Background: an optimization exercise with open tools, aiming at small area, a short achievable clock period and few clock cycles. Do not read the settings as production practice. Where RTL was checked, it was by simulation tests only, not by an equivalence proof against the original. Power figures rest on the tool's default switching activity, not on a simulated workload.

==> job 6844 <==
// elc3_core
module elc3_core
(
    input   logic           clk,
    input   logic           reset,
    input   logic           run,
    input   logic           cont,
    input   logic           step,
    input   logic   [15:0]  start_pc,
    output  logic           halted,
    output  logic           paused,
    output  logic           invalid_op,
    output  logic   [15:0]  pc,
    output  logic   [15:0]  ir,
    output  logic   [15:0]  mem_addr,
    output  logic           mem_oe,
    output  logic           mem_we,
    output  logic   [15:0]  mem_wdata,
    input   logic   [15:0]  mem_rdata,
    input   logic   [7:0]   key_data,
    input   logic           key_valid,
    input   logic           disp_ready,
    output  logic           disp_we,
    output  logic   [7:0]   disp_data
);
    logic s_halt, s_f, s_e, s_p, s_ml, s_ms, s_mi, s_mt, s_inv;
    logic n_halt, n_f, n_e, n_p, n_ml, n_ms, n_mi, n_mt, n_inv;
    logic [15:0] PC, A, IR, WD;
    logic [7:0][15:0] R;
    logic N, Z, P;
    assign P = ~N & ~Z;
    logic [2:0] pdr;         
    logic       pst;         
    logic       oe, we, dwe, haltf;
    logic [1:0] rsel;        
    logic io_hi, io_kbsr, io_kbdr, io_dsr, io_ddr, io_halt, io_any;
    assign io_hi   = A[15:9] == 7'h7F;
    assign io_kbsr = io_hi & A[8:0] == 9'h000;
    assign io_kbdr = io_hi & A[8:0] == 9'h002;
    assign io_dsr  = io_hi & A[8:0] == 9'h004;
    assign io_ddr  = io_hi & A[8:0] == 9'h006;
    assign io_halt = io_hi & A[8:0] == 9'h1FF;
    assign io_any  = io_hi & ((A[8:3] == 6'd0 & ~A[0]) | A[8:0] == 9'h1FF);
    assign oe    = ~s_ms & ~io_any;
    assign we    = s_ms & ~io_any;
    assign dwe   = s_ms & io_ddr;
    assign haltf = io_halt;
    assign rsel  = io_kbdr ? 2'd2 : io_dsr ? 2'd3 : (io_kbsr | io_ddr | io_halt) ? 2'd1 : 2'd0;
    logic       kbsr, dsr;
    assign halted     = s_halt;
    assign paused     = s_p;
    assign invalid_op = s_inv;
    assign pc         = PC;
    assign ir         = IR;
    assign mem_addr   = A;
    assign mem_oe     = oe;
    assign mem_we     = we;
    assign mem_wdata  = WD;
    assign disp_we    = dwe;
    assign disp_data  = WD[7:0];
    logic [15:0] mem_in;
    always_comb begin
  ...
clock: 10.0 ns
lec_check: 0
abc_area: 1
cap_margin: 20
core_margin: 2
core_utilization: 55
place_density: 0.72
slew_margin: 20
tns_end_percent: 100
standard.sh (not shown) runs the stock make flow with config.mk's settings and CLKGATE_MAP_FILE= SYNTH_SCRIPT=/design/flow/synth_recipe.tcl, a recipe that flattens the netlist after the stock synthesis.
==> flow/flow/run.sh <==
#!/bin/bash
set -euo pipefail
export SETUP_SLACK_MARGIN=5.6
export BUFFER_PORTS_ARGS="-buffer_cell sky130_fd_sc_hd__buf_2"
bash standard.sh > standard.log 2>&1
==> job 1312 (differences from job 6844) <==
==> flow/flow/run.sh (replaced) <==
#!/bin/bash
set -euo pipefail
export SETUP_SLACK_MARGIN=5.3
export BUFFER_PORTS_ARGS="-buffer_cell sky130_fd_sc_hd__buf_2"
bash standard.sh > standard.log 2>&1
- CORE_UTILIZATION: 55 -> 40
- CTS_BUF_LIST: not set -> sky130_fd_sc_hd__clkbuf_4
- PLACE_DENSITY: 0.72 -> 0.6
==> job 5137 (differences from job 6844) <==
--- a/flow/design.v
+++ b/flow/design.v
@@ -1277,33 +1277,37 @@
     assign base = pd_base_sr1 ? sr1 : PC;
     add16 u_add (.a(base), .b(offs), .s(sum));
     logic [15:0] a_xor_b, a_or_b;
     assign a_xor_b = base ^ offs;
     assign a_or_b  = base | offs;
-    logic [1:0]  mcnt;
+    logic        mcnt;
     logic        mlast;
-    logic [2:0]  mdig;
-    logic        b_one, b_two, b_neg;
-    logic [9:0]  mh, mpp, mhn;
+    logic [2:0]  mdl, mdh;
+    logic        l_one, l_two, l_neg, h_one, h_two, h_neg;
+    logic [9:0]  ppl, pph;
+    logic [11:0] ma, mb, mc, ms, mcy, mx;
     logic [15:0] prod;
-    assign mlast = mcnt == 2'd3;
-    always_comb begin
-        case (mcnt)
-            2'd0: mdig = {op2[1:0], 1'b0};
-            2'd1: mdig = op2[3:1];
-            2'd2: mdig = op2[5:3];
-            default: mdig = op2[7:5];
-        endcase
-    end
-    assign b_one = mdig[1] ^ mdig[0];
-    assign b_two = (mdig[2] & ~mdig[1] & ~mdig[0]) | (~mdig[2] & mdig[1] & mdig[0]);
-    assign b_neg = mdig[2] & ~(mdig[1] & mdig[0]);
-    assign mh    = (mcnt == 2'd0) ? 10'd0 : WD[15:6];
-    assign mpp   = ((b_one ? {{2{sr1[7]}}, sr1[7:0]} : 10'd0) |
-                    (b_two ? {sr1[7], sr1[7:0], 1'b0} : 10'd0)) ^ {10{b_neg}};
-    add10 u_madd (.a(mh), .b(mpp), .cin(b_neg), .s(mhn));
-    assign prod  = {mhn, WD[5:0]};
+    assign mlast = mcnt;
+    assign mdl = mcnt ? op2[5:3] : {op2[1:0], 1'b0};
+    assign mdh = mcnt ? op2[7:5] : op2[3:1];
+    assign l_one = mdl[1] ^ mdl[0];
+    assign l_two = (mdl[2] & ~mdl[1] & ~mdl[0]) | (~mdl[2] & mdl[1] & mdl[0]);
+    assign l_neg = mdl[2] & ~(mdl[1] & mdl[0]);
+    assign h_one = mdh[1] ^ mdh[0];
+    assign h_two = (mdh[2] & ~mdh[1] & ~mdh[0]) | (~mdh[2] & mdh[1] & mdh[0]);
+    assign h_neg = mdh[2] & ~(mdh[1] & mdh[0]);
+    assign ppl = ((l_one ? {{2{sr1[7]}}, sr1[7:0]} : 10'd0) |
+                  (l_two ? {sr1[7], sr1[7:0], 1'b0} : 10'd0)) ^ {10{l_neg}};
+    assign pph = ((h_one ? {{2{sr1[7]}}, sr1[7:0]} : 10'd0) |
+                  (h_two ? {sr1[7], sr1[7:0], 1'b0} : 10'd0)) ^ {10{h_neg}};
+    assign ma  = mcnt ? {{4{WD[11]}}, WD[11:4]} : 12'd0;
+    assign mb  = {{2{ppl[9]}}, ppl};
+    assign mc  = {pph, h_neg, l_neg};
+    assign ms  = ma ^ mb ^ mc;
+    assign mcy = {(ma[10:0] & mb[10:0]) | (ma[10:0] & mc[10:0]) | (mb[10:0] & mc[10:0]), h_neg};
+    add12 u_madd (.a(ms), .b(mcy), .cin(h_neg), .s(mx));
+    assign prod  = {mx, WD[3:0]};
     logic [15:0] eres, andv;
     logic        sel_sum, sel_and, sel_not, sel_mul, sel_pc, sel_ld;
     assign andv    = sr1 & op2;
     assign sel_ld  = s_ml & ~reset;
     assign sel_and = s_e & o_and & ~reset;
@@ -1442,12 +1446,12 @@
             pst <= o_sti;
         end
         if (s_e & e_mem)
             WD <= sr2;
         else if (s_e & o_mul)
-            WD <= {mhn[9], mhn[9], mhn[9:2], mhn[1:0], WD[5:2]};
-        mcnt <= (s_e & o_mul) ? mcnt + 2'd1 : 2'd0;
+            WD <= {4'd0, mx};
+        mcnt <= s_e & o_mul & ~mcnt;
     end
     always_ff @(posedge clk) begin
         if (s_halt) begin
             N <= 1'b0; Z <= 1'b1;
         end else if (cc_en) begin
@@ -1490,10 +1494,28 @@
     assign g3 = g2 | (p2 & {g2[11:0], 4'b0});
     assign p3 = p2 & {p2[11:0], 4'b0};
     assign g4 = g3 | (p3 & {g3[7:0], 8'b0});
     assign s  = p0 ^ {g4[14:0], 1'b0};
 endmodule
+module add12
+(
+    input   logic   [11:0]  a, b,
+    input   logic           cin,
+    output  logic   [11:0]  s
+);
+    logic [12:0] g0, p0, g1, p1, g2, p2, g3, p3, g4;
+    assign g0 = {a & b, cin};
+    assign p0 = {a ^ b, 1'b0};
+    assign g1 = g0 | (p0 & {g0[11:0], 1'b0});
+    assign p1 = p0 & {p0[11:0], 1'b0};
+    assign g2 = g1 | (p1 & {g1[10:0], 2'b0});
+    assign p2 = p1 & {p1[10:0], 2'b0};
+    assign g3 = g2 | (p2 & {g2[8:0], 4'b0});
+    assign p3 = p2 & {p2[8:0], 4'b0};
+    assign g4 = g3 | (p3 & {g3[4:0], 8'b0});
+    assign s  = p0[12:1] ^ g4[11:0];
+endmodule
 module add10
 (
     input   logic   [9:0]   a, b,
     input   logic           cin,
     output  logic   [9:0]   s
==> comparison table <==
                                                                                    job 6844              job 1312              job 5137
Power in the clock group                                                              869 µW                853 µW                979 µW
Number of buffers created by CTS                                                          25                    60                    25
Average vias per placed instance                                                        6.21                  5.72                  6.09
Area delta synth->final                                                                15.0%                 14.7%                 23.5%
WS Path Type                                                       primary input to register  register to register  register to register
Mean area per synthesized cell                                                      7.73 µm²              7.73 µm²              7.77 µm²
Fraction of final layout cells with drive strength greater than 1                      15.7%                 16.7%                 22.2%
Post-CTS Resized                                                                          36                    22                   162
Sequential portion of the cell area                                                    37.0%                 37.1%                 33.2%
Least-Margin Pin Slew                                                                1.23 ns               1.08 ns               1.11 ns
Antenna diodes                                                                             0                     1                     1
Run status                                                  no timing/DRC/antenna violations  no timing/DRC/antenna violations  no timing/DRC/antenna violations
Endpoint of the worst-slack reg-to-reg timing path                                         Z                 R[31]                     Z
Testbench counts of job 6844, summed over its fixed seeds: cycles 232,092.
Testbench counts of job 1312, summed over its fixed seeds: cycles 232,092.
No functional check of the RTL was part of job 5137.

========
==> inputs of raven <==
elc3_core, a different RTL version from the one above (not shown whole).
// elc3_core
module elc3_core
(
    input   logic           clk,
    input   logic           reset,
    input   logic           run,
    input   logic           cont,
    input   logic           step,
    input   logic   [15:0]  start_pc,
    output  logic           halted,
    output  logic           paused,
    output  logic           invalid_op,
    output  logic   [15:0]  pc,
    output  logic   [15:0]  ir,
    output  logic   [15:0]  mem_addr,
    output  logic           mem_oe,
    output  logic           mem_we,
    output  logic   [15:0]  mem_wdata,
    input   logic   [15:0]  mem_rdata,
    input   logic   [7:0]   key_data,
    input   logic           key_valid,
    input   logic           disp_ready,
    output  logic           disp_we,
    output  logic   [7:0]   disp_data
);
==> flow/config.mk <==
export PLATFORM = sky130hd
export DESIGN_NAME = elc3_core
export DESIGN_NICKNAME = elc3_core
export VERILOG_FILES = /design/flow/design.v
export SDC_FILE = /design/flow/constraint.sdc
export NUM_CORES = 4
export LEC_CHECK = 0
export ABC_AREA = 1
export CAP_MARGIN = 20
export CORE_MARGIN = 2
export CORE_UTILIZATION = 40
export CTS_BUF_LIST = sky130_fd_sc_hd__clkbuf_4
export PLACE_DENSITY = 0.6
export SLEW_MARGIN = 20
export TNS_END_PERCENT = 100
==> flow/constraint.sdc <==
create_clock -name core_clock -period 10.0 [get_ports {clk}]
set_input_delay 2.0000 -clock core_clock [delete_from_list [all_inputs] [get_ports {clk}]]
set_output_delay 2.0000 -clock core_clock [all_outputs]
set_load 0.01 [all_outputs]
==> flow/flow/run.sh <==
#!/bin/bash
set -euo pipefail
export SETUP_SLACK_MARGIN=5.6
export BUFFER_PORTS_ARGS="-buffer_cell sky130_fd_sc_hd__buf_2"
bash standard.sh > standard.log 2>&1
==> yarrow (differences from raven) <==
--- a/flow/design.v
+++ b/flow/design.v
@@ -1195,66 +1195,47 @@
     input   logic           key_valid,
     input   logic           disp_ready,
     output  logic           disp_we,
     output  logic   [7:0]   disp_data
 );
     logic s_halt, s_f, s_e, s_p, s_ml, s_ms, s_mi, s_mt, s_inv;
     logic n_halt, n_f, n_e, n_p, n_ml, n_ms, n_mi, n_mt, n_inv;
-    logic [15:0] PC, IR, WD;     
-    logic        ud;             
+    logic [15:0] PC, A, IR, WD;
     logic [7:0][15:0] R;
     logic N, Z, P;
     assign P = ~N & ~Z;
     logic [2:0] pdr;         
     logic       pst;         
     logic       oe, we, dwe, haltf;
     logic [1:0] rsel;        
     logic io_hi, io_kbsr, io_kbdr, io_dsr, io_ddr, io_halt, io_any;
-    logic [15:0] A;
-    assign A = ud ? WD : PC;
-    logic [15:0] dA;             
-    logic wh, wl0, wl2, wl4, wl6, wlf, ph, pl0, pl2, pl4, pl6, plf;
-    assign wh  = WD[15:9] == 7'h7F;
-    assign wl0 = WD[8:0] == 9'h000;
-    assign wl2 = WD[8:0] == 9'h002;
-    assign wl4 = WD[8:0] == 9'h004;
-    assign wl6 = WD[8:0] == 9'h006;
-    assign wlf = WD[8:0] == 9'h1FF;
-    assign ph  = PC[15:9] == 7'h7F;
-    assign pl0 = PC[8:0] == 9'h000;
-    assign pl2 = PC[8:0] == 9'h002;
-    assign pl4 = PC[8:0] == 9'h004;
-    assign pl6 = PC[8:0] == 9'h006;
-    assign plf = PC[8:0] == 9'h1FF;
-    assign io_hi   = ud ? wh : ph;
-    assign io_kbsr = io_hi & (ud ? wl0 : pl0);
-    assign io_kbdr = io_hi & (ud ? wl2 : pl2);
-    assign io_dsr  = io_hi & (ud ? wl4 : pl4);
-    assign io_ddr  = io_hi & (ud ? wl6 : pl6);
-    assign io_halt = io_hi & (ud ? wlf : plf);
-    assign io_any  = io_kbsr | io_kbdr | io_dsr | io_ddr | io_halt;
+    assign io_hi   = A[15:9] == 7'h7F;
+    assign io_kbsr = io_hi & A[8:0] == 9'h000;
+    assign io_kbdr = io_hi & A[8:0] == 9'h002;
+    assign io_dsr  = io_hi & A[8:0] == 9'h004;
+    assign io_ddr  = io_hi & A[8:0] == 9'h006;
+    assign io_halt = io_hi & A[8:0] == 9'h1FF;
+    assign io_any  = io_hi & ((A[8:3] == 6'd0 & ~A[0]) | A[8:0] == 9'h1FF);
     assign oe    = ~s_ms & ~io_any;
     assign we    = s_ms & ~io_any;
     assign dwe   = s_ms & io_ddr;
     assign haltf = io_halt;
     assign rsel  = io_kbdr ? 2'd2 : io_dsr ? 2'd3 : (io_kbsr | io_ddr | io_halt) ? 2'd1 : 2'd0;
     logic       kbsr, dsr;
-    logic [2:0]  sr2a;       
-    logic [15:0] sr1, sr2;
     assign halted     = s_halt;
     assign paused     = s_p;
     assign invalid_op = s_inv;
     assign pc         = PC;
     assign ir         = IR;
     assign mem_addr   = A;
     assign mem_oe     = oe;
     assign mem_we     = we;
-    assign mem_wdata  = sr2;     
+    assign mem_wdata  = WD;
     assign disp_we    = dwe;
-    assign disp_data  = sr2[7:0];
+    assign disp_data  = WD[7:0];
     logic [15:0] mem_in;
     always_comb begin
         case (rsel)
             2'd0: mem_in = mem_rdata;
             2'd1: mem_in = {kbsr, 15'd0};
             2'd2: mem_in = {8'd0, key_data};
             default: mem_in = {dsr, 15'd0};
@@ -1276,17 +1257,24 @@
     assign o_not  = op == 4'd9;
     assign o_ldi  = op == 4'd10;
     assign o_sti  = op == 4'd11;
     assign o_jmp  = op == 4'd12;
     assign o_mul  = op == 4'd13;
     assign o_lea  = op == 4'd14;
     assign o_trap = op == 4'd15;
-    logic [15:0] op2;
-    assign sr1  = R[IR[8:6]];
-    assign sr2  = R[sr2a];
+    logic [7:0]  sr1h, sr2h;     
+    logic [15:0] sr1, sr2, op2;
+    always_comb begin
+        sr1 = 16'd0;
+        sr2 = 16'd0;
+        for (int i = 0; i < 8; i++) begin
+            sr1 = sr1 | ({16{sr1h[i]}} & R[i]);
+            sr2 = sr2 | ({16{sr2h[i]}} & R[i]);
+        end
+    end
     assign op2  = IR[5] ? {{11{IR[4]}}, IR[4:0]} : sr2;
     logic        pd_base_sr1, pd_sr2;
     logic [15:0] base, offs, immv, sum;
     logic [3:0]  pd_imm;     
     assign immv = ({16{pd_imm[0]}} & {{11{IR[4]}}, IR[4:0]}) |
                   ({16{pd_imm[1]}} & {{10{IR[5]}}, IR[5:0]}) |
                   ({16{pd_imm[2]}} & {{7{IR[8]}}, IR[8:0]}) |
@@ -1327,17 +1315,27 @@
     assign sel_and = s_e & o_and & ~reset;
     assign sel_not = s_e & o_not & ~reset;
     assign sel_mul = s_e & o_mul & ~reset;
     assign sel_pc  = s_e & (o_jsr | o_trap) & ~reset;
     assign sel_sum = s_e & (o_add | o_lea) & ~reset;
     assign eres = ({16{sel_and}} & andv) | ({16{sel_not}} & ~sr1) |
                   ({16{sel_mul}} & prod) | ({16{sel_pc}} & PC);
-    logic z_sum, z_oth;
+    logic z_sum, z_and, z_not, z_mul, z_ld, z_n;
     assign z_sum = &(~(a_xor_b ^ {a_or_b[14:0], 1'b0}));    
-    assign z_oth = ~|(eres | ({16{sel_ld}} & mem_in));
+    assign z_and = ~|andv;
+    assign z_not = &sr1;
+    assign z_mul = ~|prod;
+    assign z_ld  = ~|mem_in;
+    always_comb begin
+        if (s_ml)                   z_n = z_ld;
+        else if (o_and)             z_n = z_and;
+        else if (o_not)             z_n = z_not;
+        else if (o_mul)             z_n = z_mul;
+        else                        z_n = z_sum;
+    end
     logic ben;
     assign ben = (IR[11] & N) | (IR[10] & Z) | (IR[9] & P);
     logic e_mem, e_redirect, e_wr, e_cc;
     assign e_mem      = o_ld | o_st | o_ldr | o_str | o_ldi | o_sti;
     assign e_redirect = (o_br & ben) | o_jmp | (o_jsr & (IR[11] | IR[8:6] != 3'd7));
     assign e_wr       = o_add | o_and | o_not | o_mul | o_lea | o_jsr | o_trap;
     assign e_cc       = o_add | o_and | o_not | o_mul | o_lea;
@@ -1346,111 +1344,99 @@
     logic [15:0] wr_d;
     assign wr_en = (s_e & e_wr & (~o_mul | mlast)) | s_ml;
     assign cc_en = (s_e & e_cc & (~o_mul | mlast)) | s_ml;
     assign wr_a  = s_ml ? pdr : ((o_jsr | o_trap) ? 3'd7 : IR[11:9]);
     assign wr_d  = eres | ({16{sel_ld}} & mem_in) | ({16{sel_sum}} & sum);
     logic [15:0] PC1;
     inc16 u_inc (.a(PC), .s(PC1));
-    logic [15:0] nPC;
-    logic refetch;
-    logic a_start, a_pc1, a_sum;
-    assign refetch = WD == PC;
-    assign a_start = s_halt;
-    assign a_pc1   = (s_f & ~run) | s_ml | (s_ms & ~haltf & ~refetch) |
-                     (s_e & ~o_rti & ~o_trap & ~e_mem & ~e_redirect & (~o_mul | mlast));
-    assign a_sum   = s_e & ~o_rti & ~o_trap & (e_mem | e_redirect);
-    assign nPC = ({16{a_start}} & start_pc) | ({16{a_pc1}} & PC1) |
-                 ({16{a_sum & e_redirect}} & sum) | ({16{s_mt}} & mem_in);
-    logic w_sum, w_min, w_vect, w_mul, w_ld;
-    logic [15:0] nWD;
-    assign w_sum  = s_e & e_mem;
-    assign w_vect = s_e & o_trap;
-    assign w_mul  = s_e & o_mul;
-    assign w_min  = s_mi;
-    assign w_ld   = w_sum | w_vect | w_mul | w_min;
-    assign nWD = ({16{w_sum}} & sum) | ({16{w_vect}} & {8'd0, IR[7:0]}) | ({16{w_min}} & mem_in) |
-                 ({16{w_mul}} & {mhn[9], mhn[9], mhn[9:2], mhn[1:0], WD[5:2]});
+    logic [15:0] nA, nPC;
     logic        ld_ir, ld_pc;
     always_comb begin
         n_halt = 1'b0; n_f = 1'b0; n_e = 1'b0; n_p = 1'b0; n_ml = 1'b0;
         n_ms = 1'b0; n_mi = 1'b0; n_mt = 1'b0; n_inv = 1'b0;
+        nA = A;
+        nPC = PC1;
         ld_ir = 1'b0;
         ld_pc = 1'b0;
         if (s_halt) begin
-            ld_pc = 1'b1;
+            nA = start_pc; nPC = start_pc; ld_pc = 1'b1;
             if (run) n_f = 1'b1; else n_halt = 1'b1;
         end
         if (s_f) begin
             ld_ir = 1'b1;
             if (run) n_f = 1'b1;
             else begin
-                ld_pc = 1'b1;
+                nA = PC1; ld_pc = 1'b1;
                 if (step) n_p = 1'b1; else n_e = 1'b1;
             end
         end
         if (s_p) begin
             if (cont) n_e = 1'b1; else n_p = 1'b1;
         end
         if (s_e) begin
             if (o_rti) n_inv = 1'b1;
             else if (o_trap) begin
+                nA = {8'd0, IR[7:0]};
                 n_mt = 1'b1;
             end else if (e_mem) begin
+                nA = sum;
                 ld_ir = 1'b1;
                 if (o_ldi | o_sti) n_mi = 1'b1;
                 else if (o_ld | o_ldr) n_ml = 1'b1;
                 else n_ms = 1'b1;
             end else if (e_redirect) begin
-                ld_pc = 1'b1;
+                nA = sum; nPC = sum; ld_pc = 1'b1;
                 n_f = 1'b1;
             end else if (o_mul & ~mlast) begin
                 n_e = 1'b1;
             end else begin
-                ld_pc = 1'b1; ld_ir = 1'b1;
+                nA = PC1; ld_pc = 1'b1; ld_ir = 1'b1;
                 if (step) n_p = 1'b1; else n_e = 1'b1;
             end
         end
         if (s_ml) begin
-            ld_pc = 1'b1;
+            nA = PC1; ld_pc = 1'b1;
             if (step) n_p = 1'b1; else n_e = 1'b1;
         end
         if (s_ms) begin
             if (haltf) n_halt = 1'b1;
-            else if (refetch) begin
-                n_f = 1'b1;      
+            else if (A == PC) begin
+                nA = PC;     
+                n_f = 1'b1;
             end else begin
-                ld_pc = 1'b1;
+                nA = PC1; ld_pc = 1'b1;
                 if (step) n_p = 1'b1; else n_e = 1'b1;
             end
         end
         if (s_mi) begin
+            nA = mem_in;
             if (pst) n_ms = 1'b1; else n_ml = 1'b1;
         end
         if (s_mt) begin
-            ld_pc = 1'b1;
+            nA = mem_in; nPC = mem_in; ld_pc = 1'b1;
             n_f = 1'b1;
         end
         if (s_inv) begin
             if (cont) n_halt = 1'b1; else n_inv = 1'b1;
         end
     end
     always_ff @(posedge clk) begin
         if (reset) begin
             s_halt <= 1'b1; s_f <= 1'b0; s_e <= 1'b0; s_p <= 1'b0; s_ml <= 1'b0;
             s_ms <= 1'b0; s_mi <= 1'b0; s_mt <= 1'b0; s_inv <= 1'b0;
         end else begin
             s_halt <= n_halt; s_f <= n_f; s_e <= n_e; s_p <= n_p; s_ml <= n_ml;
             s_ms <= n_ms; s_mi <= n_mi; s_mt <= n_mt; s_inv <= n_inv;
         end
-        if (reset) ud <= 1'b0;
-        else       ud <= n_ml | n_ms | n_mi | n_mt;
-        if (w_ld) WD <= nWD;
+        A <= nA;
         if (ld_pc) PC <= nPC;
         if (ld_ir) begin
             IR   <= mem_in;
+            sr1h <= 8'd1 << mem_in[8:6];
+            sr2h <= 8'd1 << ((mem_in[13] & mem_in[12]) ? mem_in[11:9] : mem_in[2:0]);
             pd_sr2 <= mem_in[15:12] == 4'd1 && !mem_in[5];
             pd_imm[0] <= mem_in[15:12] == 4'd1;
             pd_imm[1] <= mem_in[15:12] == 4'd6 || mem_in[15:12] == 4'd7;
             pd_imm[2] <= mem_in[15:12] != 4'd1 && mem_in[15:12] != 4'd6 &&
                          mem_in[15:12] != 4'd7 && mem_in[15:12] != 4'd4 &&
                          mem_in[15:12] != 4'd12;
             pd_imm[3] <= mem_in[15:12] == 4'd4 && mem_in[11];
@@ -1458,28 +1444,26 @@
                            mem_in[15:12] == 4'd7 || mem_in[15:12] == 4'd12 ||
                            (mem_in[15:12] == 4'd4 && !mem_in[11]);
         end
         if (s_e & e_mem) begin
             pdr <= IR[11:9];
             pst <= o_sti;
         end
-        if (s_e & (o_st | o_str | o_sti))
-            sr2a <= IR[11:9];
-        else if (s_ms)
-            sr2a <= (IR[13] & IR[12]) ? IR[11:9] : IR[2:0];
-        else if (ld_ir)
-            sr2a <= (mem_in[13] & mem_in[12]) ? mem_in[11:9] : mem_in[2:0];
+        if (s_e & e_mem)
+            WD <= sr2;
+        else if (s_e & o_mul)
+            WD <= {mhn[9], mhn[9], mhn[9:2], mhn[1:0], WD[5:2]};
         mcnt <= (s_e & o_mul) ? mcnt + 2'd1 : 2'd0;
     end
     always_ff @(posedge clk) begin
         if (s_halt) begin
             N <= 1'b0; Z <= 1'b1;
         end else if (cc_en) begin
             N <= wr_d[15];
-            Z <= ~|wr_d;
+            Z <= z_n;
         end
     end
     logic [15:0] wr_d0;
     assign wr_d0 = wr_d;     
     genvar gi;
     generate
         for (gi = 0; gi < 8; gi++) begin : g_r
==> flow/run.sh (new file) <==
#!/bin/bash
# synth_recipe.tcl (not shown) runs the flow's synth.tcl, then flattens the netlist and writes it again
# the make line also repeats each setting of config.mk as NAME=value (left out here)
make -C /OpenROAD-flow-scripts/flow DESIGN_CONFIG=/design/flow/config.mk WORK_HOME=/design/flow/orfs CLKGATE_MAP_FILE= SYNTH_SCRIPT=/design/flow/synth_recipe.tcl finish
- CTS_BUF_LIST: sky130_fd_sc_hd__clkbuf_4 -> default
- SETUP_SLACK_MARGIN: default -> 5
removed: flow/flow/run.sh
removed: flow/standard.sh
==> summary of the runs <==
Between yarrow and raven, the lower final area is in raven (gap 3.9%, measured against raven).
In raven the fmax is larger than in yarrow, by about 7%.
Of raven and yarrow, yarrow has the higher global-route usage (gap 0.41 points).
Against yarrow, the non-clock buffer count of raven is higher by 98.
Count of clock-buffer cells in the layout: yarrow is lower than raven (45).
Against raven, the sequential cell count of yarrow is higher by 28.
In yarrow the synthesized cell count is larger than in raven, by 9.4%.
Between raven and yarrow, the lower clock skew is in yarrow (gap 0.034 ns).
Of raven and yarrow, raven has the higher first-iteration DRC count (gap 8.1%, measured against yarrow).
Testbench counts of yarrow, summed over its fixed seeds: cycles 232,092.
The RTL of raven was laid out without a check of its function.

## afterwards: timing with drivers on the ports
How much do the figures lean on ideal ports? The routed layouts below were timed once more, with nothing changed but the port constraints. Step 1 (the two cells are an assumption about what drives the block):
set clk [get_ports {clk}]
set_driving_cell -lib_cell sky130_fd_sc_hd__clkbuf_16 $clk
set_driving_cell -lib_cell sky130_fd_sc_hd__buf_2 [delete_from_list [all_inputs] $clk]
Step 2 adds t to the input delays and takes it off the output delays; t is the mean of the earliest and latest rising clock arrival at the registers after step 1. Input paths then give back, and output paths get back, about the clock's delay inside the block. Slacks: ideal / step 1 / step 2; pairs: ideal / step 1.
run	shift t [ns]	setup WS [ns]	worst slew at a driven data input, ns
job 6844	0.613	5.687 / 5.723 / 5.110	0.05
job 1312	0.793	5.519 / 5.519 / 5.039	0.05
job 5137	0.595	5.124 / 5.124 / 5.124	0.03
raven	0.851	5.476 / 5.428 / 4.741	0.07
yarrow	0.637	5.157 / 5.100 / 4.692	0.04
After both steps setup and hold are still met in every run listed. For raven, which loses most, drivers alone change the setup slack by -0.048 ns; drivers and shift together by -0.735 ns.
